From an optimization exercise on the open Yosys and OpenROAD flow, aimed at small area; shortcuts taken in it are not production practice.
In this exercise RTL edits were held to simulation tests only and were not proved equivalent to the original.

### design/flow/design.v
`timescale 1ns / 1ps
module neuron (
    input clk,
    input rst,
    input [3:0] x1_one,
    input [3:0] x1_two,
    input [3:0] x1_nz,
    input [3:0] x1_neg,
    input [3:0] x2_one,
    input [3:0] x2_two,
    input [3:0] x2_nz,
    input [3:0] x2_neg,
    input [7:0] w1,
    input [7:0] w2,
    input [7:0] b,
    output reg [8:0] y
);
    reg [8:0] u;
    reg [8:0] r;
    wire n0 = (~(x1_one[0] & w1[0])) ^ x1_neg[0];
    wire n1 = (~((x1_one[0] & w1[1]) | (x1_two[0] & w1[0]))) ^ x1_neg[0];
    wire n2 = (~((x1_one[0] & w1[2]) | (x1_two[0] & w1[1]))) ^ x1_neg[0];
    wire n3 = (~((x1_one[0] & w1[3]) | (x1_two[0] & w1[2]))) ^ x1_neg[0];
    wire n4 = (~((x1_one[0] & w1[4]) | (x1_two[0] & w1[3]))) ^ x1_neg[0];
    wire n5 = (~((x1_one[0] & w1[5]) | (x1_two[0] & w1[4]))) ^ x1_neg[0];
    wire n6 = (~((x1_one[0] & w1[6]) | (x1_two[0] & w1[5]))) ^ x1_neg[0];
    wire n7 = (~((x1_one[0] & w1[7]) | (x1_two[0] & w1[6]))) ^ x1_neg[0];
    wire n8 = (x1_nz[0] & w1[7]) ^ x1_neg[0];
    wire n9 = ~x1_neg[0];
    wire n10 = (~(x1_one[1] & w1[0])) ^ x1_neg[1];
    wire n11 = (~((x1_one[1] & w1[1]) | (x1_two[1] & w1[0]))) ^ x1_neg[1];
    wire n12 = (~((x1_one[1] & w1[2]) | (x1_two[1] & w1[1]))) ^ x1_neg[1];
    wire n13 = (~((x1_one[1] & w1[3]) | (x1_two[1] & w1[2]))) ^ x1_neg[1];
    wire n14 = (~((x1_one[1] & w1[4]) | (x1_two[1] & w1[3]))) ^ x1_neg[1];
    wire n15 = (~((x1_one[1] & w1[5]) | (x1_two[1] & w1[4]))) ^ x1_neg[1];
    wire n16 = (~((x1_one[1] & w1[6]) | (x1_two[1] & w1[5]))) ^ x1_neg[1];
    wire n17 = (~((x1_one[1] & w1[7]) | (x1_two[1] & w1[6]))) ^ x1_neg[1];
    wire n18 = (x1_nz[1] & w1[7]) ^ x1_neg[1];
    wire n19 = ~x1_neg[1];
    wire n20 = (~(x1_one[2] & w1[0])) ^ x1_neg[2];
    wire n21 = (~((x1_one[2] & w1[1]) | (x1_two[2] & w1[0]))) ^ x1_neg[2];
    wire n22 = (~((x1_one[2] & w1[2]) | (x1_two[2] & w1[1]))) ^ x1_neg[2];
    wire n23 = (~((x1_one[2] & w1[3]) | (x1_two[2] & w1[2]))) ^ x1_neg[2];
    wire n24 = (~((x1_one[2] & w1[4]) | (x1_two[2] & w1[3]))) ^ x1_neg[2];
    wire n25 = (~((x1_one[2] & w1[5]) | (x1_two[2] & w1[4]))) ^ x1_neg[2];
    wire n26 = (~((x1_one[2] & w1[6]) | (x1_two[2] & w1[5]))) ^ x1_neg[2];
    wire n27 = (~((x1_one[2] & w1[7]) | (x1_two[2] & w1[6]))) ^ x1_neg[2];
    wire n28 = (x1_nz[2] & w1[7]) ^ x1_neg[2];
    wire n29 = ~x1_neg[2];
    wire n30 = (~(x1_one[3] & w1[0])) ^ x1_neg[3];
    wire n31 = (~((x1_one[3] & w1[1]) | (x1_two[3] & w1[0]))) ^ x1_neg[3];
    wire n32 = (~((x1_one[3] & w1[2]) | (x1_two[3] & w1[1]))) ^ x1_neg[3];
    wire n33 = (~((x1_one[3] & w1[3]) | (x1_two[3] & w1[2]))) ^ x1_neg[3];
    wire n34 = (~((x1_one[3] & w1[4]) | (x1_two[3] & w1[3]))) ^ x1_neg[3];
    wire n35 = (~((x1_one[3] & w1[5]) | (x1_two[3] & w1[4]))) ^ x1_neg[3];
    wire n36 = (~((x1_one[3] & w1[6]) | (x1_two[3] & w1[5]))) ^ x1_neg[3];
    wire n37 = (~((x1_one[3] & w1[7]) | (x1_two[3] & w1[6]))) ^ x1_neg[3];
    wire n38 = (x1_nz[3] & w1[7]) ^ x1_neg[3];
    wire n39 = ~x1_neg[3];
    wire n40 = (~(x2_one[0] & w2[0])) ^ x2_neg[0];
    wire n41 = (~((x2_one[0] & w2[1]) | (x2_two[0] & w2[0]))) ^ x2_neg[0];
    wire n42 = (~((x2_one[0] & w2[2]) | (x2_two[0] & w2[1]))) ^ x2_neg[0];
    wire n43 = (~((x2_one[0] & w2[3]) | (x2_two[0] & w2[2]))) ^ x2_neg[0];
    wire n44 = (~((x2_one[0] & w2[4]) | (x2_two[0] & w2[3]))) ^ x2_neg[0];
    wire n45 = (~((x2_one[0] & w2[5]) | (x2_two[0] & w2[4]))) ^ x2_neg[0];
    wire n46 = (~((x2_one[0] & w2[6]) | (x2_two[0] & w2[5]))) ^ x2_neg[0];
    wire n47 = (~((x2_one[0] & w2[7]) | (x2_two[0] & w2[6]))) ^ x2_neg[0];
    wire n48 = (x2_nz[0] & w2[7]) ^ x2_neg[0];
    wire n49 = ~x2_neg[0];
    wire n50 = (~(x2_one[1] & w2[0])) ^ x2_neg[1];
    wire n51 = (~((x2_one[1] & w2[1]) | (x2_two[1] & w2[0]))) ^ x2_neg[1];
    wire n52 = (~((x2_one[1] & w2[2]) | (x2_two[1] & w2[1]))) ^ x2_neg[1];
    wire n53 = (~((x2_one[1] & w2[3]) | (x2_two[1] & w2[2]))) ^ x2_neg[1];
    wire n54 = (~((x2_one[1] & w2[4]) | (x2_two[1] & w2[3]))) ^ x2_neg[1];
    wire n55 = (~((x2_one[1] & w2[5]) | (x2_two[1] & w2[4]))) ^ x2_neg[1];
    wire n56 = (~((x2_one[1] & w2[6]) | (x2_two[1] & w2[5]))) ^ x2_neg[1];
    wire n57 = (~((x2_one[1] & w2[7]) | (x2_two[1] & w2[6]))) ^ x2_neg[1];
    wire n58 = (x2_nz[1] & w2[7]) ^ x2_neg[1];
    wire n59 = ~x2_neg[1];
    wire n60 = (~(x2_one[2] & w2[0])) ^ x2_neg[2];
    wire n61 = (~((x2_one[2] & w2[1]) | (x2_two[2] & w2[0]))) ^ x2_neg[2];
    wire n62 = (~((x2_one[2] & w2[2]) | (x2_two[2] & w2[1]))) ^ x2_neg[2];
    wire n63 = (~((x2_one[2] & w2[3]) | (x2_two[2] & w2[2]))) ^ x2_neg[2];
    wire n64 = (~((x2_one[2] & w2[4]) | (x2_two[2] & w2[3]))) ^ x2_neg[2];
    wire n65 = (~((x2_one[2] & w2[5]) | (x2_two[2] & w2[4]))) ^ x2_neg[2];
    wire n66 = (~((x2_one[2] & w2[6]) | (x2_two[2] & w2[5]))) ^ x2_neg[2];
    wire n67 = (~((x2_one[2] & w2[7]) | (x2_two[2] & w2[6]))) ^ x2_neg[2];
    wire n68 = (x2_nz[2] & w2[7]) ^ x2_neg[2];
    wire n69 = ~x2_neg[2];
    wire n70 = (~(x2_one[3] & w2[0])) ^ x2_neg[3];
    wire n71 = (~((x2_one[3] & w2[1]) | (x2_two[3] & w2[0]))) ^ x2_neg[3];
    wire n72 = (~((x2_one[3] & w2[2]) | (x2_two[3] & w2[1]))) ^ x2_neg[3];
    wire n73 = (~((x2_one[3] & w2[3]) | (x2_two[3] & w2[2]))) ^ x2_neg[3];
    wire n74 = (~((x2_one[3] & w2[4]) | (x2_two[3] & w2[3]))) ^ x2_neg[3];
    wire n75 = (~((x2_one[3] & w2[5]) | (x2_two[3] & w2[4]))) ^ x2_neg[3];
    wire n76 = (~((x2_one[3] & w2[6]) | (x2_two[3] & w2[5]))) ^ x2_neg[3];
    wire n77 = (~((x2_one[3] & w2[7]) | (x2_two[3] & w2[6]))) ^ x2_neg[3];
    wire n78 = (x2_nz[3] & w2[7]) ^ x2_neg[3];
    wire n79 = ~x2_neg[3];
    wire n80 = ~(~n9 & ~n0);
    wire n81 = ~(~n1 & ~n80);
    wire n82, n83;
    fa_cell u_n82 (.a(n19), .b(n2), .c(n10), .s(n82), .co(n83));
    wire n84 = ~(~n81 & ~n82);
    wire n85, n86;
    fa_cell u_n85 (.a(n3), .b(n11), .c(n83), .s(n85), .co(n86));
    wire n87 = ~(~n84 & ~n85);
    wire n88, n89;
    fa_cell u_n88 (.a(n29), .b(n4), .c(n12), .s(n88), .co(n89));
    wire n90, n91;
    fa_cell u_n90 (.a(n20), .b(n88), .c(n86), .s(n90), .co(n91));
    wire n92 = ~(~n87 & ~n90);
    wire n93, n94;
    fa_cell u_n93 (.a(n5), .b(n13), .c(n21), .s(n93), .co(n94));
    wire n95, n96;
    fa_cell u_n95 (.a(n89), .b(n93), .c(n91), .s(n95), .co(n96));
    wire n97 = ~(~n92 & ~n95);
    wire n98, n99;
    fa_cell u_n98 (.a(n39), .b(n6), .c(n14), .s(n98), .co(n99));
    wire n100, n101;
    fa_cell u_n100 (.a(n22), .b(n30), .c(n94), .s(n100), .co(n101));
    wire n102, n103;
    fa_cell u_n102 (.a(n98), .b(n100), .c(n96), .s(n102), .co(n103));
    wire n104 = ~(~n97 & ~n102);
    wire n105 = ~(~n49 & ~n40);
    wire n106 = ~(~n41 & ~n105);
    wire n107, n108;
    fa_cell u_n107 (.a(n59), .b(n42), .c(n50), .s(n107), .co(n108));
    wire n109 = ~(~n106 & ~n107);
    wire n110, n111;
    fa_cell u_n110 (.a(n43), .b(n51), .c(n108), .s(n110), .co(n111));
    wire n112 = ~(~n109 & ~n110);
    wire n113, n114;
    fa_cell u_n113 (.a(n69), .b(n44), .c(n52), .s(n113), .co(n114));
    wire n115, n116;
    fa_cell u_n115 (.a(n60), .b(n113), .c(n111), .s(n115), .co(n116));
    wire n117 = ~(~n112 & ~n115);
    wire n118, n119;
    fa_cell u_n118 (.a(n45), .b(n53), .c(n61), .s(n118), .co(n119));
    wire n120, n121;
    fa_cell u_n120 (.a(n114), .b(n118), .c(n116), .s(n120), .co(n121));
    wire n122 = ~(~n117 & ~n120);
    wire n123, n124;
    fa_cell u_n123 (.a(n79), .b(n46), .c(n54), .s(n123), .co(n124));
    wire n125, n126;
    fa_cell u_n125 (.a(n62), .b(n70), .c(n119), .s(n125), .co(n126));
    wire n127, n128;
    fa_cell u_n127 (.a(n123), .b(n125), .c(n121), .s(n127), .co(n128));
    wire n129 = ~(~n122 & ~n127);
    wire n130, n131;
    ha_cell u_n130 (.a(n7), .b(n15), .s(n130), .co(n131));
    wire n132, n133;
    fa_cell u_n132 (.a(n23), .b(n31), .c(n47), .s(n132), .co(n133));
    wire n134, n135;
    fa_cell u_n134 (.a(n55), .b(n63), .c(n71), .s(n134), .co(n135));
    wire n136, n137;
    fa_cell u_n136 (.a(n130), .b(n99), .c(n124), .s(n136), .co(n137));
    wire n138, n139;
    fa_cell u_n138 (.a(n132), .b(n134), .c(n101), .s(n138), .co(n139));
    wire n140, n141;
    fa_cell u_n140 (.a(n126), .b(n136), .c(n138), .s(n140), .co(n141));
    wire n142, n143;
    fa_cell u_n142 (.a(n140), .b(n103), .c(n128), .s(n142), .co(n143));
    wire n144, n145;
    fa_cell u_n144 (.a(n104), .b(n129), .c(n142), .s(n144), .co(n145));
    wire n146, n147;
    ha_cell u_n146 (.a(n8), .b(n16), .s(n146), .co(n147));
    wire n148, n149;
    fa_cell u_n148 (.a(n24), .b(n32), .c(n48), .s(n148), .co(n149));
    wire n150, n151;
    fa_cell u_n150 (.a(n56), .b(n64), .c(n72), .s(n150), .co(n151));
    wire n152, n153;
    fa_cell u_n152 (.a(n131), .b(n146), .c(n133), .s(n152), .co(n153));
    wire n154, n155;
    fa_cell u_n154 (.a(n135), .b(n148), .c(n150), .s(n154), .co(n155));
    wire n156, n157;
    fa_cell u_n156 (.a(n137), .b(n152), .c(n154), .s(n156), .co(n157));
    wire n158, n159;
    fa_cell u_n158 (.a(n139), .b(n156), .c(n141), .s(n158), .co(n159));
    wire n160, n161;
    fa_cell u_n160 (.a(n158), .b(n143), .c(n145), .s(n160), .co(n161));
    wire n162, n163;
    fa_cell u_n162 (.a(n17), .b(n25), .c(n33), .s(n162), .co(n163));
    wire n164, n165;
    fa_cell u_n164 (.a(n57), .b(n65), .c(n73), .s(n164), .co(n165));
    wire n166, n167;
    fa_cell u_n166 (.a(n147), .b(n149), .c(n151), .s(n166), .co(n167));
    wire n168, n169;
    fa_cell u_n168 (.a(n162), .b(n164), .c(n153), .s(n168), .co(n169));
    wire n170, n171;
    fa_cell u_n170 (.a(n155), .b(n166), .c(n168), .s(n170), .co(n171));
    wire n172, n173;
    fa_cell u_n172 (.a(n157), .b(n170), .c(n159), .s(n172), .co(n173));
    wire n174 = ~(~n172 & ~n161);
    wire n175 = ~(~n172 ^ ~n161);
    wire n176, n177;
    ha_cell u_n176 (.a(n18), .b(n26), .s(n176), .co(n177));
    wire n178, n179;
    fa_cell u_n178 (.a(n34), .b(n58), .c(n66), .s(n178), .co(n179));
    wire n180, n181;
    fa_cell u_n180 (.a(n74), .b(n176), .c(n163), .s(n180), .co(n181));
    wire n182, n183;
    fa_cell u_n182 (.a(n165), .b(n178), .c(n167), .s(n182), .co(n183));
    wire n184, n185;
    fa_cell u_n184 (.a(n180), .b(n169), .c(n182), .s(n184), .co(n185));
    wire n186, n187;
    fa_cell u_n186 (.a(n171), .b(n184), .c(n173), .s(n186), .co(n187));
    wire n188 = ~(~n186 & ~n174);
    wire n189 = ~(~n186 ^ ~n174);
    wire n190, n191;
    fa_cell u_n190 (.a(n27), .b(n35), .c(n67), .s(n190), .co(n191));
    wire n192, n193;
    fa_cell u_n192 (.a(n75), .b(n177), .c(n179), .s(n192), .co(n193));
    wire n194, n195;
    fa_cell u_n194 (.a(n190), .b(n181), .c(n192), .s(n194), .co(n195));
    wire n196, n197;
    fa_cell u_n196 (.a(n183), .b(n194), .c(n185), .s(n196), .co(n197));
    wire n198, n199;
    fa_cell u_n198 (.a(n196), .b(n187), .c(n188), .s(n198), .co(n199));
    wire n200, n201;
    ha_cell u_n200 (.a(n28), .b(n36), .s(n200), .co(n201));
    wire n202, n203;
    fa_cell u_n202 (.a(n68), .b(n76), .c(n200), .s(n202), .co(n203));
    wire n204, n205;
    fa_cell u_n204 (.a(n191), .b(n193), .c(n202), .s(n204), .co(n205));
    wire n206, n207;
    fa_cell u_n206 (.a(n195), .b(n204), .c(n197), .s(n206), .co(n207));
    wire n208 = ~(~n206 & ~n199);
    wire n209 = ~(~n206 ^ ~n199);
    wire n210, n211;
    fa_cell u_n210 (.a(n37), .b(n77), .c(n201), .s(n210), .co(n211));
    wire n212, n213;
    fa_cell u_n212 (.a(n203), .b(n210), .c(n205), .s(n212), .co(n213));
    wire n214, n215;
    fa_cell u_n214 (.a(n212), .b(n207), .c(n208), .s(n214), .co(n215));
    wire n216, n217;
    ha_cell u_n216 (.a(n38), .b(n78), .s(n216), .co(n217));
    wire n218, n219;
    fa_cell u_n218 (.a(n216), .b(n211), .c(n213), .s(n218), .co(n219));
    wire n220 = ~(~n218 & ~n215);
    wire n221 = ~(~n218 ^ ~n215);
    wire n222, n223;
    fa_cell u_n222 (.a(n217), .b(n219), .c(n220), .s(n222), .co(n223));
    wire [8:0] u_next = {n222, n221, n214, n209, n198, n189, n175, n160, n144};
    wire n224 = ~(b[0] | ~u[0]);
    wire n225 = b[0] ^ ~u[0];
    wire n226, n227;
    fa_cell u_n226 (.a(~b[1]), .b(u[1]), .c(n224), .s(n226), .co(n227));
    wire n228, n229;
    fa_cell u_n228 (.a(~b[2]), .b(u[2]), .c(n227), .s(n228), .co(n229));
    wire n230, n231;
    fa_cell u_n230 (.a(~b[3]), .b(u[3]), .c(n229), .s(n230), .co(n231));
    wire n232, n233;
    fa_cell u_n232 (.a(~b[4]), .b(u[4]), .c(n231), .s(n232), .co(n233));
    wire n234, n235;
    fa_cell u_n234 (.a(~b[5]), .b(u[5]), .c(n233), .s(n234), .co(n235));
    wire n236, n237;
    fa_cell u_n236 (.a(~b[6]), .b(u[6]), .c(n235), .s(n236), .co(n237));
    wire n238, n239;
    ha_cell u_n238 (.a(b[7]), .b(u[7]), .s(n238), .co(n239));
    wire n240 = ~(~n238 & ~n237);
    wire n241 = ~(~n238 ^ ~n237);
    wire n242, n243;
    fa_cell u_n242 (.a(~u[8]), .b(n239), .c(n240), .s(n242), .co(n243));
    wire [8:0] r_next = {(~n242 & ~n243), (~n241 & ~n243), (~n236 & ~n243), (~n234 & ~n243), (~n232 & ~n243), (~n230 & ~n243), (~n228 & ~n243), (~n226 & ~n243), (~n225 & ~n243)};
    always @(posedge clk or posedge rst) begin
        if (rst) begin
            u <= 9'd0;
            r <= 9'd0;
            y <= 9'd0;
        end else begin
            u <= u_next;
            r <= r_next;
            y <= r;
        end
    end
endmodule
module fa_cell (
    input a,
    input b,
    input c,
    output s,
    output co
);
    assign s = a ^ b ^ c;
    assign co = (a & b) | (a & c) | (b & c);
endmodule
module ha_cell (
    input a,
    input b,
    output s,
    output co
);
    assign s = a ^ b;
    assign co = a & b;
endmodule
`timescale 1ns / 1ps
module layer_1 (
    input clk,
    input rst,
    input [7:0] input_energy,
    input [7:0] input_isol,
    input [7:0] w1_1,
    input [7:0] w1_2,
    input [7:0] b1,
    input [7:0] w2_1,
    input [7:0] w2_2,
    input [7:0] b2,
    input [7:0] w3_1,
    input [7:0] w3_2,
    input [7:0] b3,
    output [8:0] n1_out,
    output [8:0] n2_out,
    output [8:0] n3_out
);
    wire [3:0] e_one, e_two, e_nz, e_neg, i_one, i_two, i_nz, i_neg;
    booth_enc EE (.x(input_energy), .one(e_one), .two(e_two), .nz(e_nz), .neg(e_neg));
    booth_enc EI (.x(input_isol), .one(i_one), .two(i_two), .nz(i_nz), .neg(i_neg));
    neuron N1 (.clk(clk), .rst(rst), .x1_one(e_one), .x1_two(e_two), .x1_nz(e_nz), .x1_neg(e_neg),
               .x2_one(i_one), .x2_two(i_two), .x2_nz(i_nz), .x2_neg(i_neg), .w1(w1_1), .w2(w1_2), .b(b1), .y(n1_out));
    neuron N2 (.clk(clk), .rst(rst), .x1_one(e_one), .x1_two(e_two), .x1_nz(e_nz), .x1_neg(e_neg),
               .x2_one(i_one), .x2_two(i_two), .x2_nz(i_nz), .x2_neg(i_neg), .w1(w2_1), .w2(w2_2), .b(b2), .y(n2_out));
    neuron N3 (.clk(clk), .rst(rst), .x1_one(e_one), .x1_two(e_two), .x1_nz(e_nz), .x1_neg(e_neg),
               .x2_one(i_one), .x2_two(i_two), .x2_nz(i_nz), .x2_neg(i_neg), .w1(w3_1), .w2(w3_2), .b(b3), .y(n3_out));
endmodule
module booth_enc (
    input [7:0] x,
    output [3:0] one,
    output [3:0] two,
    output [3:0] nz,
    output [3:0] neg
);
    wire [8:0] xe = {x, 1'b0};
    genvar k;
    generate
        for (k = 0; k < 4; k = k + 1) begin : dig
            wire hi = xe[2*k+2] ^ xe[2*k+1];
            assign one[k] = xe[2*k+1] ^ xe[2*k];
            assign two[k] = hi & ~one[k];
            assign nz[k] = hi | one[k];
            assign neg[k] = xe[2*k+2];
        end
    endgenerate
endmodule
`timescale 1ns / 1ps
module layer_2 (
    input [8:0] n1,
    input [8:0] n2,
    input [8:0] n3,
    input [7:0] w1,
    input [7:0] w2,
    input [7:0] w3,
    input [7:0] b,
    output trigger
);
    wire m0 = ~(n1[0] & w1[0]);
    wire m1 = ~(n1[0] & w1[1]);
    wire m2 = ~(n1[0] & w1[2]);
    wire m3 = ~(n1[0] & w1[3]);
    wire m4 = ~(n1[0] & w1[4]);
    wire m5 = ~(n1[0] & w1[5]);
    wire m6 = ~(n1[0] & w1[6]);
    wire m7 = n1[0] & w1[7];
    wire m8 = ~(n1[1] & w1[0]);
    wire m9 = ~(n1[1] & w1[1]);
    wire m10 = ~(n1[1] & w1[2]);
    wire m11 = ~(n1[1] & w1[3]);
    wire m12 = ~(n1[1] & w1[4]);
    wire m13 = ~(n1[1] & w1[5]);
    wire m14 = ~(n1[1] & w1[6]);
    wire m15 = n1[1] & w1[7];
    wire m16 = ~(n1[2] & w1[0]);
    wire m17 = ~(n1[2] & w1[1]);
    wire m18 = ~(n1[2] & w1[2]);
    wire m19 = ~(n1[2] & w1[3]);
    wire m20 = ~(n1[2] & w1[4]);
    wire m21 = ~(n1[2] & w1[5]);
    wire m22 = ~(n1[2] & w1[6]);
    wire m23 = n1[2] & w1[7];
    wire m24 = ~(n1[3] & w1[0]);
    wire m25 = ~(n1[3] & w1[1]);
    wire m26 = ~(n1[3] & w1[2]);
    wire m27 = ~(n1[3] & w1[3]);
    wire m28 = ~(n1[3] & w1[4]);
    wire m29 = ~(n1[3] & w1[5]);
    wire m30 = ~(n1[3] & w1[6]);
    wire m31 = n1[3] & w1[7];
    wire m32 = ~(n1[4] & w1[0]);
    wire m33 = ~(n1[4] & w1[1]);
    wire m34 = ~(n1[4] & w1[2]);
    wire m35 = ~(n1[4] & w1[3]);
    wire m36 = ~(n1[4] & w1[4]);
    wire m37 = ~(n1[4] & w1[5]);
    wire m38 = ~(n1[4] & w1[6]);
    wire m39 = n1[4] & w1[7];
    wire m40 = ~(n1[5] & w1[0]);
    wire m41 = ~(n1[5] & w1[1]);
    wire m42 = ~(n1[5] & w1[2]);
    wire m43 = ~(n1[5] & w1[3]);
    wire m44 = ~(n1[5] & w1[4]);
    wire m45 = ~(n1[5] & w1[5]);
    wire m46 = ~(n1[5] & w1[6]);
    wire m47 = n1[5] & w1[7];
    wire m48 = ~(n1[6] & w1[0]);
    wire m49 = ~(n1[6] & w1[1]);
    wire m50 = ~(n1[6] & w1[2]);
    wire m51 = ~(n1[6] & w1[3]);
    wire m52 = ~(n1[6] & w1[4]);
    wire m53 = ~(n1[6] & w1[5]);
    wire m54 = ~(n1[6] & w1[6]);
    wire m55 = n1[6] & w1[7];
    wire m56 = ~(n1[7] & w1[0]);
    wire m57 = ~((n1[7] & w1[1]) | (n1[8] & w1[0]));
    wire m58 = ~((n1[7] & w1[2]) | (n1[8] & w1[1]));
    wire m59 = ~((n1[7] & w1[3]) | (n1[8] & w1[2]));
    wire m60 = ~((n1[7] & w1[4]) | (n1[8] & w1[3]));
    wire m61 = ~((n1[7] & w1[5]) | (n1[8] & w1[4]));
    wire m62 = ~((n1[7] & w1[6]) | (n1[8] & w1[5]));
    wire m63 = ~((n1[7] & w1[7]) | (n1[8] & w1[6]));
    wire m64 = (n1[7] | n1[8]) & w1[7];
    wire m65 = ~(n2[0] & w2[0]);
    wire m66 = ~(n2[0] & w2[1]);
    wire m67 = ~(n2[0] & w2[2]);
    wire m68 = ~(n2[0] & w2[3]);
    wire m69 = ~(n2[0] & w2[4]);
    wire m70 = ~(n2[0] & w2[5]);
    wire m71 = ~(n2[0] & w2[6]);
    wire m72 = n2[0] & w2[7];
    wire m73 = ~(n2[1] & w2[0]);
    wire m74 = ~(n2[1] & w2[1]);
    wire m75 = ~(n2[1] & w2[2]);
    wire m76 = ~(n2[1] & w2[3]);
    wire m77 = ~(n2[1] & w2[4]);
    wire m78 = ~(n2[1] & w2[5]);
    wire m79 = ~(n2[1] & w2[6]);
    wire m80 = n2[1] & w2[7];
    wire m81 = ~(n2[2] & w2[0]);
    wire m82 = ~(n2[2] & w2[1]);
    wire m83 = ~(n2[2] & w2[2]);
    wire m84 = ~(n2[2] & w2[3]);
    wire m85 = ~(n2[2] & w2[4]);
    wire m86 = ~(n2[2] & w2[5]);
    wire m87 = ~(n2[2] & w2[6]);
    wire m88 = n2[2] & w2[7];
    wire m89 = ~(n2[3] & w2[0]);
    wire m90 = ~(n2[3] & w2[1]);
    wire m91 = ~(n2[3] & w2[2]);
    wire m92 = ~(n2[3] & w2[3]);
    wire m93 = ~(n2[3] & w2[4]);
    wire m94 = ~(n2[3] & w2[5]);
    wire m95 = ~(n2[3] & w2[6]);
    wire m96 = n2[3] & w2[7];
    wire m97 = ~(n2[4] & w2[0]);
    wire m98 = ~(n2[4] & w2[1]);
    wire m99 = ~(n2[4] & w2[2]);
    wire m100 = ~(n2[4] & w2[3]);
    wire m101 = ~(n2[4] & w2[4]);
    wire m102 = ~(n2[4] & w2[5]);
    wire m103 = ~(n2[4] & w2[6]);
    wire m104 = n2[4] & w2[7];
    wire m105 = ~(n2[5] & w2[0]);
    wire m106 = ~(n2[5] & w2[1]);
    wire m107 = ~(n2[5] & w2[2]);
    wire m108 = ~(n2[5] & w2[3]);
    wire m109 = ~(n2[5] & w2[4]);
    wire m110 = ~(n2[5] & w2[5]);
    wire m111 = ~(n2[5] & w2[6]);
    wire m112 = n2[5] & w2[7];
    wire m113 = ~(n2[6] & w2[0]);
    wire m114 = ~(n2[6] & w2[1]);
    wire m115 = ~(n2[6] & w2[2]);
    wire m116 = ~(n2[6] & w2[3]);
    wire m117 = ~(n2[6] & w2[4]);
    wire m118 = ~(n2[6] & w2[5]);
    wire m119 = ~(n2[6] & w2[6]);
    wire m120 = n2[6] & w2[7];
    wire m121 = ~(n2[7] & w2[0]);
    wire m122 = ~((n2[7] & w2[1]) | (n2[8] & w2[0]));
    wire m123 = ~((n2[7] & w2[2]) | (n2[8] & w2[1]));
    wire m124 = ~((n2[7] & w2[3]) | (n2[8] & w2[2]));
    wire m125 = ~((n2[7] & w2[4]) | (n2[8] & w2[3]));
    wire m126 = ~((n2[7] & w2[5]) | (n2[8] & w2[4]));
    wire m127 = ~((n2[7] & w2[6]) | (n2[8] & w2[5]));
    wire m128 = ~((n2[7] & w2[7]) | (n2[8] & w2[6]));
    wire m129 = (n2[7] | n2[8]) & w2[7];
    wire m130 = ~(n3[0] & w3[0]);
    wire m131 = ~(n3[0] & w3[1]);
    wire m132 = ~(n3[0] & w3[2]);
    wire m133 = ~(n3[0] & w3[3]);
    wire m134 = ~(n3[0] & w3[4]);
    wire m135 = ~(n3[0] & w3[5]);
    wire m136 = ~(n3[0] & w3[6]);
    wire m137 = n3[0] & w3[7];
    wire m138 = ~(n3[1] & w3[0]);
    wire m139 = ~(n3[1] & w3[1]);
    wire m140 = ~(n3[1] & w3[2]);
    wire m141 = ~(n3[1] & w3[3]);
    wire m142 = ~(n3[1] & w3[4]);
    wire m143 = ~(n3[1] & w3[5]);
    wire m144 = ~(n3[1] & w3[6]);
    wire m145 = n3[1] & w3[7];
    wire m146 = ~(n3[2] & w3[0]);
    wire m147 = ~(n3[2] & w3[1]);
    wire m148 = ~(n3[2] & w3[2]);
    wire m149 = ~(n3[2] & w3[3]);
    wire m150 = ~(n3[2] & w3[4]);
    wire m151 = ~(n3[2] & w3[5]);
    wire m152 = ~(n3[2] & w3[6]);
    wire m153 = n3[2] & w3[7];
    wire m154 = ~(n3[3] & w3[0]);
    wire m155 = ~(n3[3] & w3[1]);
    wire m156 = ~(n3[3] & w3[2]);
    wire m157 = ~(n3[3] & w3[3]);
    wire m158 = ~(n3[3] & w3[4]);
    wire m159 = ~(n3[3] & w3[5]);
    wire m160 = ~(n3[3] & w3[6]);
    wire m161 = n3[3] & w3[7];
    wire m162 = ~(n3[4] & w3[0]);
    wire m163 = ~(n3[4] & w3[1]);
    wire m164 = ~(n3[4] & w3[2]);
    wire m165 = ~(n3[4] & w3[3]);
    wire m166 = ~(n3[4] & w3[4]);
    wire m167 = ~(n3[4] & w3[5]);
    wire m168 = ~(n3[4] & w3[6]);
    wire m169 = n3[4] & w3[7];
    wire m170 = ~(n3[5] & w3[0]);
    wire m171 = ~(n3[5] & w3[1]);
    wire m172 = ~(n3[5] & w3[2]);
    wire m173 = ~(n3[5] & w3[3]);
    wire m174 = ~(n3[5] & w3[4]);
    wire m175 = ~(n3[5] & w3[5]);
    wire m176 = ~(n3[5] & w3[6]);
    wire m177 = n3[5] & w3[7];
    wire m178 = ~(n3[6] & w3[0]);
    wire m179 = ~(n3[6] & w3[1]);
    wire m180 = ~(n3[6] & w3[2]);
    wire m181 = ~(n3[6] & w3[3]);
    wire m182 = ~(n3[6] & w3[4]);
    wire m183 = ~(n3[6] & w3[5]);
    wire m184 = ~(n3[6] & w3[6]);
    wire m185 = n3[6] & w3[7];
    wire m186 = ~(n3[7] & w3[0]);
    wire m187 = ~((n3[7] & w3[1]) | (n3[8] & w3[0]));
    wire m188 = ~((n3[7] & w3[2]) | (n3[8] & w3[1]));
    wire m189 = ~((n3[7] & w3[3]) | (n3[8] & w3[2]));
    wire m190 = ~((n3[7] & w3[4]) | (n3[8] & w3[3]));
    wire m191 = ~((n3[7] & w3[5]) | (n3[8] & w3[4]));
    wire m192 = ~((n3[7] & w3[6]) | (n3[8] & w3[5]));
    wire m193 = ~((n3[7] & w3[7]) | (n3[8] & w3[6]));
    wire m194 = (n3[7] | n3[8]) & w3[7];
    wire m195 = ~(~m1 & ~m8);
    wire m196, m197;
    fa_cell u_m196 (.a(m2), .b(m9), .c(m16), .s(m196), .co(m197));
    wire m198 = ~(~m195 & ~m196);
    wire m199, m200;
    fa_cell u_m199 (.a(m3), .b(m10), .c(m17), .s(m199), .co(m200));
    wire m201, m202;
    fa_cell u_m201 (.a(m24), .b(m197), .c(m199), .s(m201), .co(m202));
    wire m203 = ~(~m198 & ~m201);
    wire m204, m205;
    fa_cell u_m204 (.a(m4), .b(m11), .c(m18), .s(m204), .co(m205));
    wire m206, m207;
    fa_cell u_m206 (.a(m25), .b(m32), .c(m200), .s(m206), .co(m207));
    wire m208, m209;
    fa_cell u_m208 (.a(m204), .b(m202), .c(m206), .s(m208), .co(m209));
    wire m210 = ~(~m203 & ~m208);
    wire m211, m212;
    fa_cell u_m211 (.a(m5), .b(m12), .c(m19), .s(m211), .co(m212));
    wire m213, m214;
    fa_cell u_m213 (.a(m26), .b(m33), .c(m40), .s(m213), .co(m214));
    wire m215, m216;
    fa_cell u_m215 (.a(m205), .b(m211), .c(m213), .s(m215), .co(m216));
    wire m217, m218;
    fa_cell u_m217 (.a(m207), .b(m215), .c(m209), .s(m217), .co(m218));
    wire m219 = ~(~m210 & ~m217);
    wire m220, m221;
    fa_cell u_m220 (.a(m6), .b(m13), .c(m20), .s(m220), .co(m221));
    wire m222, m223;
    fa_cell u_m222 (.a(m27), .b(m34), .c(m41), .s(m222), .co(m223));
    wire m224, m225;
    fa_cell u_m224 (.a(m48), .b(m212), .c(m214), .s(m224), .co(m225));
    wire m226, m227;
    fa_cell u_m226 (.a(m220), .b(m222), .c(m216), .s(m226), .co(m227));
    wire m228, m229;
    fa_cell u_m228 (.a(m224), .b(m226), .c(m218), .s(m228), .co(m229));
    wire m230 = ~(~m219 & ~m228);
    wire m231 = ~(~m66 & ~m73);
    wire m232, m233;
    fa_cell u_m232 (.a(m67), .b(m74), .c(m81), .s(m232), .co(m233));
    wire m234 = ~(~m231 & ~m232);
    wire m235, m236;
    fa_cell u_m235 (.a(m68), .b(m75), .c(m82), .s(m235), .co(m236));
    wire m237, m238;
    fa_cell u_m237 (.a(m89), .b(m233), .c(m235), .s(m237), .co(m238));
    wire m239 = ~(~m234 & ~m237);
    wire m240, m241;
    fa_cell u_m240 (.a(m69), .b(m76), .c(m83), .s(m240), .co(m241));
    wire m242, m243;
    fa_cell u_m242 (.a(m90), .b(m97), .c(m236), .s(m242), .co(m243));
    wire m244, m245;
    fa_cell u_m244 (.a(m240), .b(m238), .c(m242), .s(m244), .co(m245));
    wire m246 = ~(~m239 & ~m244);
    wire m247, m248;
    fa_cell u_m247 (.a(m70), .b(m77), .c(m84), .s(m247), .co(m248));
    wire m249, m250;
    fa_cell u_m249 (.a(m91), .b(m98), .c(m105), .s(m249), .co(m250));
    wire m251, m252;
    fa_cell u_m251 (.a(m241), .b(m247), .c(m249), .s(m251), .co(m252));
    wire m253, m254;
    fa_cell u_m253 (.a(m243), .b(m251), .c(m245), .s(m253), .co(m254));
    wire m255 = ~(~m246 & ~m253);
    wire m256, m257;
    fa_cell u_m256 (.a(m71), .b(m78), .c(m85), .s(m256), .co(m257));
    wire m258, m259;
    fa_cell u_m258 (.a(m92), .b(m99), .c(m106), .s(m258), .co(m259));
    wire m260, m261;
    fa_cell u_m260 (.a(m113), .b(m248), .c(m250), .s(m260), .co(m261));
    wire m262, m263;
    fa_cell u_m262 (.a(m256), .b(m258), .c(m252), .s(m262), .co(m263));
    wire m264, m265;
    fa_cell u_m264 (.a(m260), .b(m262), .c(m254), .s(m264), .co(m265));
    wire m266 = ~(~m255 & ~m264);
    wire m267 = ~(~m131 & ~m138);
    wire m268, m269;
    fa_cell u_m268 (.a(m132), .b(m139), .c(m146), .s(m268), .co(m269));
    wire m270 = ~(~m267 & ~m268);
    wire m271, m272;
    fa_cell u_m271 (.a(m133), .b(m140), .c(m147), .s(m271), .co(m272));
    wire m273, m274;
    fa_cell u_m273 (.a(m154), .b(m269), .c(m271), .s(m273), .co(m274));
    wire m275 = ~(~m270 & ~m273);
    wire m276, m277;
    fa_cell u_m276 (.a(m134), .b(m141), .c(m148), .s(m276), .co(m277));
    wire m278, m279;
    fa_cell u_m278 (.a(m155), .b(m162), .c(m272), .s(m278), .co(m279));
    wire m280, m281;
    fa_cell u_m280 (.a(m276), .b(m274), .c(m278), .s(m280), .co(m281));
    wire m282 = ~(~m275 & ~m280);
    wire m283, m284;
    fa_cell u_m283 (.a(m135), .b(m142), .c(m149), .s(m283), .co(m284));
    wire m285, m286;
    fa_cell u_m285 (.a(m156), .b(m163), .c(m170), .s(m285), .co(m286));
    wire m287, m288;
    fa_cell u_m287 (.a(m277), .b(m283), .c(m285), .s(m287), .co(m288));
    wire m289, m290;
    fa_cell u_m289 (.a(m279), .b(m287), .c(m281), .s(m289), .co(m290));
    wire m291 = ~(~m282 & ~m289);
    wire m292, m293;
    fa_cell u_m292 (.a(m136), .b(m143), .c(m150), .s(m292), .co(m293));
    wire m294, m295;
    fa_cell u_m294 (.a(m157), .b(m164), .c(m171), .s(m294), .co(m295));
    wire m296, m297;
    fa_cell u_m296 (.a(m178), .b(m284), .c(m286), .s(m296), .co(m297));
    wire m298, m299;
    fa_cell u_m298 (.a(m292), .b(m294), .c(m288), .s(m298), .co(m299));
    wire m300, m301;
    fa_cell u_m300 (.a(m296), .b(m298), .c(m290), .s(m300), .co(m301));
    wire m302 = ~(~m291 & ~m300);
    wire m303, m304;
    fa_cell u_m303 (.a(~b[0]), .b(m7), .c(m14), .s(m303), .co(m304));
    wire m305, m306;
    fa_cell u_m305 (.a(m21), .b(m28), .c(m35), .s(m305), .co(m306));
    wire m307, m308;
    fa_cell u_m307 (.a(m42), .b(m49), .c(m56), .s(m307), .co(m308));
    wire m309, m310;
    fa_cell u_m309 (.a(m72), .b(m79), .c(m86), .s(m309), .co(m310));
    wire m311, m312;
    fa_cell u_m311 (.a(m93), .b(m100), .c(m107), .s(m311), .co(m312));
    wire m313, m314;
    fa_cell u_m313 (.a(m114), .b(m121), .c(m137), .s(m313), .co(m314));
    wire m315, m316;
    fa_cell u_m315 (.a(m144), .b(m151), .c(m158), .s(m315), .co(m316));
    wire m317, m318;
    fa_cell u_m317 (.a(m165), .b(m172), .c(m179), .s(m317), .co(m318));
    wire m319, m320;
    fa_cell u_m319 (.a(m186), .b(m221), .c(m223), .s(m319), .co(m320));
    wire m321, m322;
    fa_cell u_m321 (.a(m257), .b(m259), .c(m293), .s(m321), .co(m322));
    wire m323, m324;
    fa_cell u_m323 (.a(m295), .b(m303), .c(m305), .s(m323), .co(m324));
    wire m325, m326;
    fa_cell u_m325 (.a(m307), .b(m309), .c(m311), .s(m325), .co(m326));
    wire m327, m328;
    fa_cell u_m327 (.a(m313), .b(m315), .c(m317), .s(m327), .co(m328));
    wire m329, m330;
    fa_cell u_m329 (.a(m225), .b(m261), .c(m297), .s(m329), .co(m330));
    wire m331, m332;
    fa_cell u_m331 (.a(m319), .b(m321), .c(m323), .s(m331), .co(m332));
    wire m333, m334;
    fa_cell u_m333 (.a(m325), .b(m327), .c(m227), .s(m333), .co(m334));
    wire m335, m336;
    fa_cell u_m335 (.a(m263), .b(m299), .c(m329), .s(m335), .co(m336));
    wire m337, m338;
    fa_cell u_m337 (.a(m331), .b(m333), .c(m335), .s(m337), .co(m338));
    wire m339, m340;
    fa_cell u_m339 (.a(m229), .b(m265), .c(m301), .s(m339), .co(m340));
    wire m341, m342;
    fa_cell u_m341 (.a(m337), .b(m230), .c(m266), .s(m341), .co(m342));
    wire m343 = (m302 & m339) | (m302 & m341) | (m339 & m341);
    wire m344 = ~(b[1] | ~m15);
    wire m345 = b[1] ^ ~m15;
    wire m346, m347;
    fa_cell u_m346 (.a(m22), .b(m29), .c(m36), .s(m346), .co(m347));
    wire m348, m349;
    fa_cell u_m348 (.a(m43), .b(m50), .c(m57), .s(m348), .co(m349));
    wire m350, m351;
    fa_cell u_m350 (.a(m80), .b(m87), .c(m94), .s(m350), .co(m351));
    wire m352, m353;
    fa_cell u_m352 (.a(m101), .b(m108), .c(m115), .s(m352), .co(m353));
    wire m354, m355;
    fa_cell u_m354 (.a(m122), .b(m145), .c(m152), .s(m354), .co(m355));
    wire m356, m357;
    fa_cell u_m356 (.a(m159), .b(m166), .c(m173), .s(m356), .co(m357));
    wire m358, m359;
    fa_cell u_m358 (.a(m180), .b(m187), .c(m345), .s(m358), .co(m359));
    wire m360, m361;
    fa_cell u_m360 (.a(m304), .b(m306), .c(m308), .s(m360), .co(m361));
    wire m362, m363;
    fa_cell u_m362 (.a(m310), .b(m312), .c(m314), .s(m362), .co(m363));
    wire m364, m365;
    fa_cell u_m364 (.a(m316), .b(m318), .c(m346), .s(m364), .co(m365));
    wire m366, m367;
    fa_cell u_m366 (.a(m348), .b(m350), .c(m352), .s(m366), .co(m367));
    wire m368, m369;
    fa_cell u_m368 (.a(m354), .b(m356), .c(m320), .s(m368), .co(m369));
    wire m370, m371;
    fa_cell u_m370 (.a(m322), .b(m358), .c(m324), .s(m370), .co(m371));
    wire m372, m373;
    fa_cell u_m372 (.a(m326), .b(m328), .c(m360), .s(m372), .co(m373));
    wire m374, m375;
    fa_cell u_m374 (.a(m362), .b(m364), .c(m366), .s(m374), .co(m375));
    wire m376, m377;
    fa_cell u_m376 (.a(m330), .b(m368), .c(m332), .s(m376), .co(m377));
    wire m378, m379;
    fa_cell u_m378 (.a(m370), .b(m372), .c(m374), .s(m378), .co(m379));
    wire m380, m381;
    fa_cell u_m380 (.a(m334), .b(m336), .c(m376), .s(m380), .co(m381));
    wire m382, m383;
    fa_cell u_m382 (.a(m378), .b(m338), .c(m380), .s(m382), .co(m383));
    wire m384, m385;
    fa_cell u_m384 (.a(m340), .b(m342), .c(m382), .s(m384), .co(m385));
    wire m386 = ~(~m343 & ~m384);
    wire m387, m388;
    fa_cell u_m387 (.a(~b[2]), .b(m23), .c(m30), .s(m387), .co(m388));
    wire m389, m390;
    fa_cell u_m389 (.a(m37), .b(m44), .c(m51), .s(m389), .co(m390));
    wire m391, m392;
    fa_cell u_m391 (.a(m58), .b(m88), .c(m95), .s(m391), .co(m392));
    wire m393, m394;
    fa_cell u_m393 (.a(m102), .b(m109), .c(m116), .s(m393), .co(m394));
    wire m395, m396;
    fa_cell u_m395 (.a(m123), .b(m153), .c(m160), .s(m395), .co(m396));
    wire m397, m398;
    fa_cell u_m397 (.a(m167), .b(m174), .c(m181), .s(m397), .co(m398));
    wire m399, m400;
    fa_cell u_m399 (.a(m188), .b(m344), .c(m347), .s(m399), .co(m400));
    wire m401, m402;
    fa_cell u_m401 (.a(m349), .b(m351), .c(m353), .s(m401), .co(m402));
    wire m403, m404;
    fa_cell u_m403 (.a(m355), .b(m357), .c(m387), .s(m403), .co(m404));
    wire m405, m406;
    fa_cell u_m405 (.a(m389), .b(m391), .c(m393), .s(m405), .co(m406));
    wire m407, m408;
    fa_cell u_m407 (.a(m395), .b(m397), .c(m359), .s(m407), .co(m408));
    wire m409, m410;
    fa_cell u_m409 (.a(m361), .b(m363), .c(m365), .s(m409), .co(m410));
    wire m411, m412;
    fa_cell u_m411 (.a(m367), .b(m399), .c(m401), .s(m411), .co(m412));
    wire m413, m414;
    fa_cell u_m413 (.a(m403), .b(m405), .c(m369), .s(m413), .co(m414));
    wire m415, m416;
    fa_cell u_m415 (.a(m407), .b(m371), .c(m373), .s(m415), .co(m416));
    wire m417, m418;
    fa_cell u_m417 (.a(m375), .b(m409), .c(m411), .s(m417), .co(m418));
    wire m419, m420;
    fa_cell u_m419 (.a(m413), .b(m415), .c(m377), .s(m419), .co(m420));
    wire m421, m422;
    fa_cell u_m421 (.a(m417), .b(m379), .c(m381), .s(m421), .co(m422));
    wire m423, m424;
    fa_cell u_m423 (.a(m419), .b(m383), .c(m421), .s(m423), .co(m424));
    wire m425 = (m385 & m423) | (m385 & m386) | (m423 & m386);
    wire m426, m427;
    fa_cell u_m426 (.a(~b[3]), .b(m31), .c(m38), .s(m426), .co(m427));
    wire m428, m429;
    fa_cell u_m428 (.a(m45), .b(m52), .c(m59), .s(m428), .co(m429));
    wire m430, m431;
    fa_cell u_m430 (.a(m96), .b(m103), .c(m110), .s(m430), .co(m431));
    wire m432, m433;
    fa_cell u_m432 (.a(m117), .b(m124), .c(m161), .s(m432), .co(m433));
    wire m434, m435;
    fa_cell u_m434 (.a(m168), .b(m175), .c(m182), .s(m434), .co(m435));
    wire m436, m437;
    fa_cell u_m436 (.a(m189), .b(m388), .c(m390), .s(m436), .co(m437));
    wire m438, m439;
    fa_cell u_m438 (.a(m392), .b(m394), .c(m396), .s(m438), .co(m439));
    wire m440, m441;
    fa_cell u_m440 (.a(m398), .b(m426), .c(m428), .s(m440), .co(m441));
    wire m442, m443;
    fa_cell u_m442 (.a(m430), .b(m432), .c(m434), .s(m442), .co(m443));
    wire m444, m445;
    fa_cell u_m444 (.a(m400), .b(m402), .c(m404), .s(m444), .co(m445));
    wire m446, m447;
    fa_cell u_m446 (.a(m406), .b(m436), .c(m438), .s(m446), .co(m447));
    wire m448, m449;
    fa_cell u_m448 (.a(m440), .b(m442), .c(m408), .s(m448), .co(m449));
    wire m450, m451;
    fa_cell u_m450 (.a(m410), .b(m412), .c(m444), .s(m450), .co(m451));
    wire m452, m453;
    fa_cell u_m452 (.a(m446), .b(m414), .c(m448), .s(m452), .co(m453));
    wire m454, m455;
    fa_cell u_m454 (.a(m416), .b(m418), .c(m450), .s(m454), .co(m455));
    wire m456, m457;
    fa_cell u_m456 (.a(m452), .b(m420), .c(m454), .s(m456), .co(m457));
    wire m458, m459;
    fa_cell u_m458 (.a(m422), .b(m456), .c(m424), .s(m458), .co(m459));
    wire m460 = ~(~m458 & ~m425);
    wire m461, m462;
    fa_cell u_m461 (.a(~b[4]), .b(m39), .c(m46), .s(m461), .co(m462));
    wire m463, m464;
    fa_cell u_m463 (.a(m53), .b(m60), .c(m104), .s(m463), .co(m464));
    wire m465, m466;
    fa_cell u_m465 (.a(m111), .b(m118), .c(m125), .s(m465), .co(m466));
    wire m467, m468;
    fa_cell u_m467 (.a(m169), .b(m176), .c(m183), .s(m467), .co(m468));
    wire m469, m470;
    fa_cell u_m469 (.a(m190), .b(m427), .c(m429), .s(m469), .co(m470));
    wire m471, m472;
    fa_cell u_m471 (.a(m431), .b(m433), .c(m435), .s(m471), .co(m472));
    wire m473, m474;
    fa_cell u_m473 (.a(m461), .b(m463), .c(m465), .s(m473), .co(m474));
    wire m475, m476;
    fa_cell u_m475 (.a(m467), .b(m437), .c(m439), .s(m475), .co(m476));
    wire m477, m478;
    fa_cell u_m477 (.a(m441), .b(m443), .c(m469), .s(m477), .co(m478));
    wire m479, m480;
    fa_cell u_m479 (.a(m471), .b(m473), .c(m445), .s(m479), .co(m480));
    wire m481, m482;
    fa_cell u_m481 (.a(m447), .b(m475), .c(m477), .s(m481), .co(m482));
    wire m483, m484;
    fa_cell u_m483 (.a(m449), .b(m479), .c(m451), .s(m483), .co(m484));
    wire m485, m486;
    fa_cell u_m485 (.a(m481), .b(m453), .c(m455), .s(m485), .co(m486));
    wire m487, m488;
    fa_cell u_m487 (.a(m483), .b(m457), .c(m485), .s(m487), .co(m488));
    wire m489 = (m487 & m459) | (m487 & m460) | (m459 & m460);
    wire m490, m491;
    fa_cell u_m490 (.a(~b[5]), .b(m47), .c(m54), .s(m490), .co(m491));
    wire m492, m493;
    fa_cell u_m492 (.a(m61), .b(m112), .c(m119), .s(m492), .co(m493));
    wire m494, m495;
    fa_cell u_m494 (.a(m126), .b(m177), .c(m184), .s(m494), .co(m495));
    wire m496, m497;
    fa_cell u_m496 (.a(m191), .b(m462), .c(m464), .s(m496), .co(m497));
    wire m498, m499;
    fa_cell u_m498 (.a(m466), .b(m468), .c(m490), .s(m498), .co(m499));
    wire m500, m501;
    fa_cell u_m500 (.a(m492), .b(m494), .c(m470), .s(m500), .co(m501));
    wire m502, m503;
    fa_cell u_m502 (.a(m472), .b(m474), .c(m496), .s(m502), .co(m503));
    wire m504, m505;
    fa_cell u_m504 (.a(m498), .b(m476), .c(m478), .s(m504), .co(m505));
    wire m506, m507;
    fa_cell u_m506 (.a(m500), .b(m502), .c(m480), .s(m506), .co(m507));
    wire m508, m509;
    fa_cell u_m508 (.a(m504), .b(m482), .c(m484), .s(m508), .co(m509));
    wire m510, m511;
    fa_cell u_m510 (.a(m506), .b(m486), .c(m508), .s(m510), .co(m511));
    wire m512 = (m488 & m510) | (m488 & m489) | (m510 & m489);
    wire m513, m514;
    fa_cell u_m513 (.a(~b[6]), .b(m55), .c(m62), .s(m513), .co(m514));
    wire m515, m516;
    fa_cell u_m515 (.a(m120), .b(m127), .c(m185), .s(m515), .co(m516));
    wire m517, m518;
    fa_cell u_m517 (.a(m192), .b(m491), .c(m493), .s(m517), .co(m518));
    wire m519, m520;
    fa_cell u_m519 (.a(m495), .b(m513), .c(m515), .s(m519), .co(m520));
    wire m521, m522;
    fa_cell u_m521 (.a(m497), .b(m499), .c(m517), .s(m521), .co(m522));
    wire m523, m524;
    fa_cell u_m523 (.a(m519), .b(m501), .c(m503), .s(m523), .co(m524));
    wire m525, m526;
    fa_cell u_m525 (.a(m521), .b(m505), .c(m523), .s(m525), .co(m526));
    wire m527, m528;
    fa_cell u_m527 (.a(m507), .b(m525), .c(m509), .s(m527), .co(m528));
    wire m529 = (m511 & m527) | (m511 & m512) | (m527 & m512);
    wire m530, m531;
    fa_cell u_m530 (.a(b[7]), .b(m63), .c(m128), .s(m530), .co(m531));
    wire m532, m533;
    fa_cell u_m532 (.a(m193), .b(m514), .c(m516), .s(m532), .co(m533));
    wire m534, m535;
    fa_cell u_m534 (.a(m530), .b(m518), .c(m520), .s(m534), .co(m535));
    wire m536, m537;
    fa_cell u_m536 (.a(m532), .b(m522), .c(m534), .s(m536), .co(m537));
    wire m538, m539;
    fa_cell u_m538 (.a(m524), .b(m536), .c(m526), .s(m538), .co(m539));
    wire m540 = (m538 & m528) | (m538 & m529) | (m528 & m529);
    wire m541, m542;
    ha_cell u_m541 (.a(m64), .b(m129), .s(m541), .co(m542));
    wire m543, m544;
    fa_cell u_m543 (.a(m194), .b(m541), .c(m531), .s(m543), .co(m544));
    wire m545, m546;
    fa_cell u_m545 (.a(m533), .b(m543), .c(m535), .s(m545), .co(m546));
    wire m547, m548;
    fa_cell u_m547 (.a(m545), .b(m537), .c(m539), .s(m547), .co(m548));
    wire m549 = ~(~m547 & ~m540);
    wire m550, m551;
    ha_cell u_m550 (.a(m542), .b(m544), .s(m550), .co(m551));
    wire m552, m553;
    fa_cell u_m552 (.a(m550), .b(m546), .c(m548), .s(m552), .co(m553));
    wire m554 = ~(~m552 & ~m549);
    wire m555 = (m551 & m553) | (m551 & m554) | (m553 & m554);
    assign trigger = ~m555;
endmodule
`timescale 1ns / 1ps
module nano_trigger (
    input clk,
    input rst,
    input signed [7:0] energy,
    input signed [7:0] isol,
    input signed [7:0] w1_1,
    input signed [7:0] w1_2,
    input signed [7:0] b1,
    input signed [7:0] w2_1,
    input signed [7:0] w2_2,
    input signed [7:0] b2,
    input signed [7:0] w3_1,
    input signed [7:0] w3_2,
    input signed [7:0] b3,
    input signed [7:0] l2_w1,
    input signed [7:0] l2_w2,
    input signed [7:0] l2_w3,
    input signed [7:0] l2_b,
    output trigger
);
    wire [8:0] l1_n1;
    wire [8:0] l1_n2;
    wire [8:0] l1_n3;
    layer_1 L1 (
        .clk(clk),
        .rst(rst),
        .input_energy(energy),
        .input_isol(isol),
        .w1_1(w1_1), .w1_2(w1_2), .b1(b1),
        .w2_1(w2_1), .w2_2(w2_2), .b2(b2),
        .w3_1(w3_1), .w3_2(w3_2), .b3(b3),
        .n1_out(l1_n1),
        .n2_out(l1_n2),
        .n3_out(l1_n3)
    );
    layer_2 L2 (
        .n1(l1_n1),
        .n2(l1_n2),
        .n3(l1_n3),
        .w1(l2_w1), .w2(l2_w2), .w3(l2_w3), .b(l2_b),
        .trigger(trigger)
    );
endmodule
### design/flow/flow/run.sh
#!/bin/bash
# The standard layout (standard.sh) with two changes: the input and
# output port buffers use the smallest buffer cell, and clock tree synthesis
# adds no dummy loads.  The full make output goes to standard_flow.log here.
set -euo pipefail
bash standard.sh \
  "BUFFER_PORTS_ARGS=-buffer_cell sky130_fd_sc_hd__buf_1" \
  "CTS_ARGS=-sink_clustering_enable -repair_clock_nets -buf_list sky130_fd_sc_hd__clkbuf_8 -dont_use_dummy_load" \
  finish > standard_flow.log 2>&1
### design/flow/standard.sh
#!/bin/bash
# synth_recipe.tcl (not shown) runs the flow's synth.tcl, then flattens the netlist and writes it again
# the make line also repeats each setting of config.mk as NAME=value (left out here)
make -C /OpenROAD-flow-scripts/flow DESIGN_CONFIG=/design/flow/config.mk WORK_HOME=/design/flow/orfs CLKGATE_MAP_FILE= SYNTH_SCRIPT=/design/flow/synth_recipe.tcl "${@:-finish}"
### design/flow/config.mk
export PLATFORM = sky130hd
export DESIGN_NAME = nano_trigger
export DESIGN_NICKNAME = nano_trigger
export VERILOG_FILES = /design/flow/design.v
export SDC_FILE = /design/flow/constraint.sdc
export NUM_CORES = 4
export LEC_CHECK = 0
export CAP_MARGIN = 20
export CORE_MARGIN = 2
export CORE_UTILIZATION = 40
export CTS_BUF_LIST = sky130_fd_sc_hd__clkbuf_8
export SLEW_MARGIN = 20
export SYNTH_HIERARCHICAL = 1
### design/flow/constraint.sdc
create_clock -name core_clock -period 18.0 [get_ports {clk}]
set_input_delay 3.6000 -clock core_clock [delete_from_list [all_inputs] [get_ports {clk}]]
set_output_delay 3.6000 -clock core_clock [all_outputs]
set_load 0.01 [all_outputs]
==> results of run 1 <==
Yosys stat by module (local to each module, per instance), excerpt:
module / times used / flip-flops and latches / area, um^2 / cells
neuron: 3 / 27 / 2275 / 245
booth_enc: 2 / 0 / 195.2 / 30
ha_cell: 20 / 0 / 12.51 / 1
fa_cell: 352 / 0 / 20.02 / 1
layer_2: 1 / 0 / 1164 / 248
cells in the final DEF (no fill, tap or decap), drive strengths merged, types with 11 or more instances in the layout:
master | netlist | final
a22oi | 184 | 184
and2 | 21 | 21
buf | 86 | 141
clkbuf | 31 | 11
dfrtp | 81 | 81
fa | 352 | 352
ha | 39 | 39
inv | 109 | 108
nand2 | 188 | 188
nor2 | 40 | 40
xnor2 | 168 | 168
xor2 | 42 | 42
final cells by class:
type	instances	area (um^2)
Tap cell	518	648.1
Clock buffer	9	123.9
Sequential cell	81	2027
Timing Repair Buffer	143	625.6
Fill cell	3782	22390
Multi-Input combinational cell	1108	12420
Inverter	109	409.1
final timing paths:
| check | depth (start not counted) | slack [ns] | startpoint | to |
|---|---|---|---|---|
| min in group asynchronous | 2 | 3.33 | rst | L1.N3.r[7]$_DFF_PP0_ |
| worst min-delay path | 0 | 0.34 | L1.N1.r[5]$_DFF_PP0_ | L1.N1.y[5]$_DFF_PP0_ |
| worst min register to register | 0 | 0.34 | L1.N1.r[5]$_DFF_PP0_ | L1.N1.y[5]$_DFF_PP0_ |
| worst max-delay path | 16 | 5.67 | l2_w1[3] | trigger |
| max in group asynchronous | 2 | 13.86 | rst | L1.N2.r[2]$_DFF_PP0_ |
| worst max register to register | 12 | 14.12 | L1.N2.u[0]$_DFF_PP0_ | L1.N2.r[7]$_DFF_PP0_ |
cells by family (layout without fill, tap and decap cells):
| family | after synthesis | after routing | synth area share |
|---|---|---|---|
| simple gates | 294 | 294 | 0.08094 |
| fa+ha+maj | 391 | 391 | 0.4807 |
| xor+xnor | 210 | 210 | 0.1173 |
| buf+inv | 226 | 261 | 0.08150 |
| compound gates | 213 | 213 | 0.1102 |
| flops | 81 | 81 | 0.1293 |
flip-flops by register name, indices dropped and copies added (netlist names):
name,flops
L1.N1.r,9
L1.N1.u,9
L1.N1.y,9
L1.N2.r,9
L1.N2.u,9
L1.N2.y,9
L1.N3.r,9
L1.N3.u,9
L1.N3.y,9
critical path: stages:
cell	delay (ns)
buf_1	0.36
nand2_1	0.15
fa_1	0.51
fa_1	0.40
fa_1	0.42
fa_1	0.39
fa_1	0.43
nor4_1	0.29
nand3_1	0.17
fa_1	0.44
fa_1	0.49
or2_2	0.30
a2111oi_2	0.35
nor2_1	0.10
o211ai_2	0.15
buf_1	0.18
routing by layer:
metal	global-route usage	routed length, um	vias to the layer above
met5	0	13	-
met1	0.2468	15000	5379
met4	0.05042	913	2
met3	0.02112	1898	52
met2	0.3420	19700	330
li1	-	-	4589
metrics by stage:
stage               std cells  worst slack (ns)
floorplan                1415             6.157
global placement         1958             5.710
detailed placement       1958             5.693
CTS                      1967             5.685
global route             1968             5.327
finish                   1968             5.672
==> reports/metrics.yaml, run 1 <==
grt:
  antenna_found_initial: 1
  overflow: 0
  grt_pass1_vias: 11250
  track_usage: 0.1912
  grt_pass1_wl_mm: 60.99
  grt_max_degree: 32
timing:
  fin_crit_sh: 0.6849
  finalHoldViolations: 0
  rsz0062_at_grt: "false"
  fin_setup_tns_ns: 0
  tightest_slew_ns: 0.9227
  setup_violations: 0
  finClkSkew_ns: 0.02628
  slew_viol_final: 0
  maxSlewHeadroom: 0.3811
  fin_crit_ns: 12.33
  whs_ns: 0.3389
  fmax_mhz: 81.11
clock_tree:
  ctsHoldBuffers: 0
  htreeDepth: 3
  clock_latency_ns: 0.36
  tritoncts: "yes"
  clockRootBuffer: "clkbuf_8"
  clk_pin_slew_ns: 0.07
  cts_buffers: 9
  post_cts_buffers: 0
  cts_sinks: 81
  cts-resized-gates: 0
  clock_path_buffers: 2
logic_synthesis:
  synth_edf_count: 0
  synth_top_area_share: 0.4496
  synth_largest_area_cell: "fa_1"
  synth_seq_cells: 81
  synth-seq-area-share: 0.1293
  ys.flop_type: "dfrtp_1"
  yosysMostFrequentCell: "fa_1"
  syn_area_per_cell_um2: 11.08
  synth_commonest_cells: "fa_1, nand2_1, xnor2_1"
  netlist_area_um2: 15680
  ys_top_cells_by_area: "fa_1, dfrtp_1, xnor2_1, a22oi_1, nand2_1"
  syn-num-nets: 1928
  yosys_warnings: 7
  ys_types: 40
  synth_cells: 1415
  postSynth.asyncResetShare: 1.000
flow_run:
  max_cap_violations: 0
detailed_routing:
  ant_nets: 0
  drt_first_pass_iters: 5
  drc: 0
  viasPerCell: 5.260
  vias: 10350
  drtIter0Drc: 644
  drt-total-wl_mm: 37.53
  wire_per_inst_um: 19.07
finish:
  antennaDiodeCount: 0
  finish.net_count: 1965
  areaGrowthSynthToFinish_pct: 3.720
  drive_gt1_frac: 0.06414
  final_cell_area_um2: 16260
  fin_util: 0.4207
setup_path:
  worstPathRequired_ns: 14.40
  cp_max_fo: 9
  endpoint_kind: "output pin"
  crit_type: "in -> out"
  critPathLaunchType: "input pin"
  worst-endpoint-arrival_ns: 8.73
floorplanning:
  ios: 123
  fp.coreArea_um2: 38650
  fp.dieW_um: 202.0
  die_area_um2: 40790
  std_cell_rows: 72
  die_h_um: 202.0
  start_util: 0.4056
place:
  hpwlAfterDp_mm: 31.89
  place_area_um2: 16120
  gp_congestion: 0.9171
  io_buffers: 122
hold_path:
  hp-class: "reg -> reg"
outcome:
  status: "finished clean"
==> inputs of run 2 (changes only) <==
--- a/design/flow/config.mk
+++ b/design/flow/config.mk
@@ -6,8 +6,8 @@
 export NUM_CORES = 4
 export LEC_CHECK = 0
-export CAP_MARGIN = 20
+export CAP_MARGIN = 10
 export CORE_MARGIN = 2
-export CORE_UTILIZATION = 40
+export CORE_UTILIZATION = 60
 export CTS_BUF_LIST = sky130_fd_sc_hd__clkbuf_8
-export SLEW_MARGIN = 20
+export SLEW_MARGIN = 10
 export SYNTH_HIERARCHICAL = 1
==> run 2 against run 1 <==
Highest routed layer is now met4. Sequential share of layout area rose by 0.20 points. Worst hold slack got worse by 0.010 ns. Non-clock buffer count fell by 2. Critical endpoint unchanged. Clock skew fell by 0.0092 ns. Synthesized area did not move. Design area fell by 1.5%.
==> reports/metrics.yaml, run 2 <==
outcome:
  status: "finished clean"
detailed_routing:
  wire_per_inst_um: 20.24
  viasPerCell: 5.731
  drc: 0
  drtIter0Drc: 616
  vias: 10220
  drt_first_pass_iters: 8
  drt-total-wl_mm: 36.08
  ant_nets: 0
setup_path:
  endpoint_kind: "output pin"
  worstPathRequired_ns: 14.40
  crit_type: "in -> out"
  slowest_stage: "fa_1"
  slowest_delay_ns: 0.51
  critPathLaunchType: "input pin"
  cp_cell_sequence: "buf_1 -> nand2_1 -> fa_1 -> fa_1 -> fa_1 -> fa_1 -> fa_1 -> nor4_1 -> nand3_1 -> fa_1 -> fa_1 -> or2_2 -> a2111oi_2 -> nor2_1 -> o211ai_2 -> buf_1"
  worst-endpoint-arrival_ns: 8.74
  cp_common_cell: "fa_1"
  cp_max_fo: 9
floorplanning:
  fp.coreArea_um2: 25840
  start_util: 0.6067
  die_area_um2: 27430
  die_h_um: 165.6
  std_cell_rows: 59
  ios: 123
  fp.dieW_um: 165.6
timing:
  fin_crit_sh: 0.6855
  fin_setup_tns_ns: 0
  setup_violations: 0
  finClkSkew_ns: 0.01705
  finalHoldViolations: 0
  fmax_mhz: 81.04
  maxSlewHeadroom: 0.3438
  timing.final.ws_setup_ns: 5.661
  slew_viol_final: 0
  tightest_slew_ns: 0.9832
  rsz0062_at_grt: "false"
  fin_crit_ns: 12.34
flow_run:
  max_cap_violations: 0
clock_tree:
  clock_path_buffers: 2
  post_cts_buffers: 0
  clock_latency_ns: 0.35
  cts_buffers: 9
  clockRootBuffer: "clkbuf_8"
  htreeDepth: 3
  cts_sinks: 81
  ctsHoldBuffers: 0
  clk_pin_slew_ns: 0.09
  tritoncts: "yes"
  cts-resized-gates: 0
place:
  dp.cells: 1774
  gp_congestion: 0.8858
  dp_slack_ns: 5.673
  hpwlAfterDp_mm: 30.60
  io_buffers: 122
logic_synthesis:
  synth-seq-area-share: 0.1293
  synth_top_area_share: 0.4496
  synth_largest_area_cell: "fa_1"
  netlist_area_um2: 15680
  ys_types: 40
  ys.flop_type: "dfrtp_1"
  postSynth.asyncResetShare: 1.000
  yosys_warnings: 7
  syn_area_per_cell_um2: 11.08
  syn-num-nets: 1928
  yosysMostFrequentCell: "fa_1"
  synth_seq_cells: 81
  synth_edf_count: 0
  synth_cells: 1415
  synth_commonest_cells: "fa_1, nand2_1, xnor2_1"
  ys_top_cells_by_area: "fa_1, dfrtp_1, xnor2_1, a22oi_1, nand2_1"
grt:
  grt_pass1_wl_mm: 60.52
  grt_pass1_vias: 11160
  track_usage: 0.2796
  overflow: 0
  grt_max_degree: 32
  antenna_found_initial: 0
finish:
  layout_commonest_cell: "fa_1"
  layout_common_cells: "fa_1, nand2_1, xnor2_1, a22oi_1, buf_1"
  drive_gt1_frac: 0.06285
  stdcell_count: 1783
  finish.net_count: 1963
  fin_util: 0.6195
  antennaDiodeCount: 0
  areaGrowthSynthToFinish_pct: 2.115
  fillerInstances: 2230
hold_path:
  hp-class: "reg -> reg"
run 2: Yosys stat by module (local to each module, per instance), excerpt:
module | flops+latches | times used | cell area (um^2) | cells
layer_2 | 0 | 1 | 1164 | 248
neuron | 27 | 3 | 2275 | 245
ha_cell | 0 | 20 | 12.51 | 1
booth_enc | 0 | 2 | 195.2 | 30
fa_cell | 0 | 352 | 20.02 | 1
run 2: per-stage QoR:
step	hold WS, ns	instance area [um^2]
CTS	0.3285	16010
global placement	0.3310	15880
global route	0.3453	16010
floorplan	0.3312	15680
detailed placement	0.3347	15880
finish	0.3286	16010
run 2: cell type report:
class	count	area [um^2]	area share
repair buffers	141	603.1	0.03768
inverters	109	409.1	0.02556
multi-input cells	1108	12420	0.7762
well taps	335	419.2	0.02619
flip-flops and latches	81	2027	0.1266
clock buffers	9	123.9	0.007739
run 2: worst paths after layout:
| path | start | end | slack (ns) | cells past startpoint |
|---|---|---|---|---|
| max | l2_w2[3] | trigger | 5.66 | 16 |
| min reg2reg | L1.N3.r[6]$_DFF_PP0_ | L1.N3.y[6]$_DFF_PP0_ | 0.33 | 0 |
| max in group asynchronous | rst | L1.N3.y[7]$_DFF_PP0_ | 13.82 | 2 |
| max reg2reg | L1.N1.u[0]$_DFF_PP0_ | L1.N1.r[0]$_DFF_PP0_ | 14.13 | 12 |
| min in group asynchronous | rst | L1.N2.r[1]$_DFF_PP0_ | 3.56 | 2 |
| min | L1.N3.r[6]$_DFF_PP0_ | L1.N3.y[6]$_DFF_PP0_ | 0.33 | 0 |
run 2: cell families (layout without fill, tap and decap cells):
| logic type | Yosys count | in the layout | share of synthesized area |
|---|---|---|---|
| DFF | 81 | 81 | 0.1293 |
| xor gates and xnor gates | 210 | 210 | 0.1173 |
| AOI/OAI and AO/OA | 213 | 213 | 0.1102 |
| buffers and inverters | 226 | 259 | 0.08150 |
| and+or+nand+nor | 294 | 294 | 0.08094 |
| adders and majority gates | 391 | 391 | 0.4807 |
run 2: worst max-delay path: cells and delay by family:
family                   cells  cell delay (ns)
adder cells (fa/ha/maj)      7             3.09
buffers and inverters        2             0.50
AND/OR/NAND/NOR              5             1.03
AO/OA/AOI/OAI                2             0.51
run 2: layer usage:
| layer | part of all wire | up-vias | GRT usage |
|---|---|---|---|
| met1 | 0.40 | 5266 | 0.3678 |
| met2 | 0.52 | 305 | 0.4839 |
| met5 | 0 | - | 0 |
| li1 | - | 4590 | - |
| met3 | 0.043 | 57 | 0.02843 |
| met4 | 0.041 | 0 | 0.1074 |

==> afterwards: timing with drivers on the ports <==
How much do the figures lean on ideal ports? The routed layouts below were timed once more, with nothing changed but the port constraints. Step 1, drivers: a clkbuf_16 drives clk and a buf_2 each remaining input, both assumed. Step 2 adds t to the input delays and takes it off the output delays; t is the mean of the earliest and latest rising clock arrival at the registers after step 1. Input paths then give back, and output paths get back, about the clock's delay inside the block. a / b / c = no drivers / after step 1 / after step 2; a / b = the first two.
run | t (ns) | setup WS [ns] | worst setup path after step 2
run 1 | 0.381 | 5.672 / 5.622 / 5.622 | input to output
run 2 | 0.379 | 5.661 / 5.628 / 5.628 | input to output
After both steps every run listed still meets setup and hold. For run 1, which loses most, drivers alone change the setup slack by -0.050 ns; drivers and shift together by -0.050 ns.
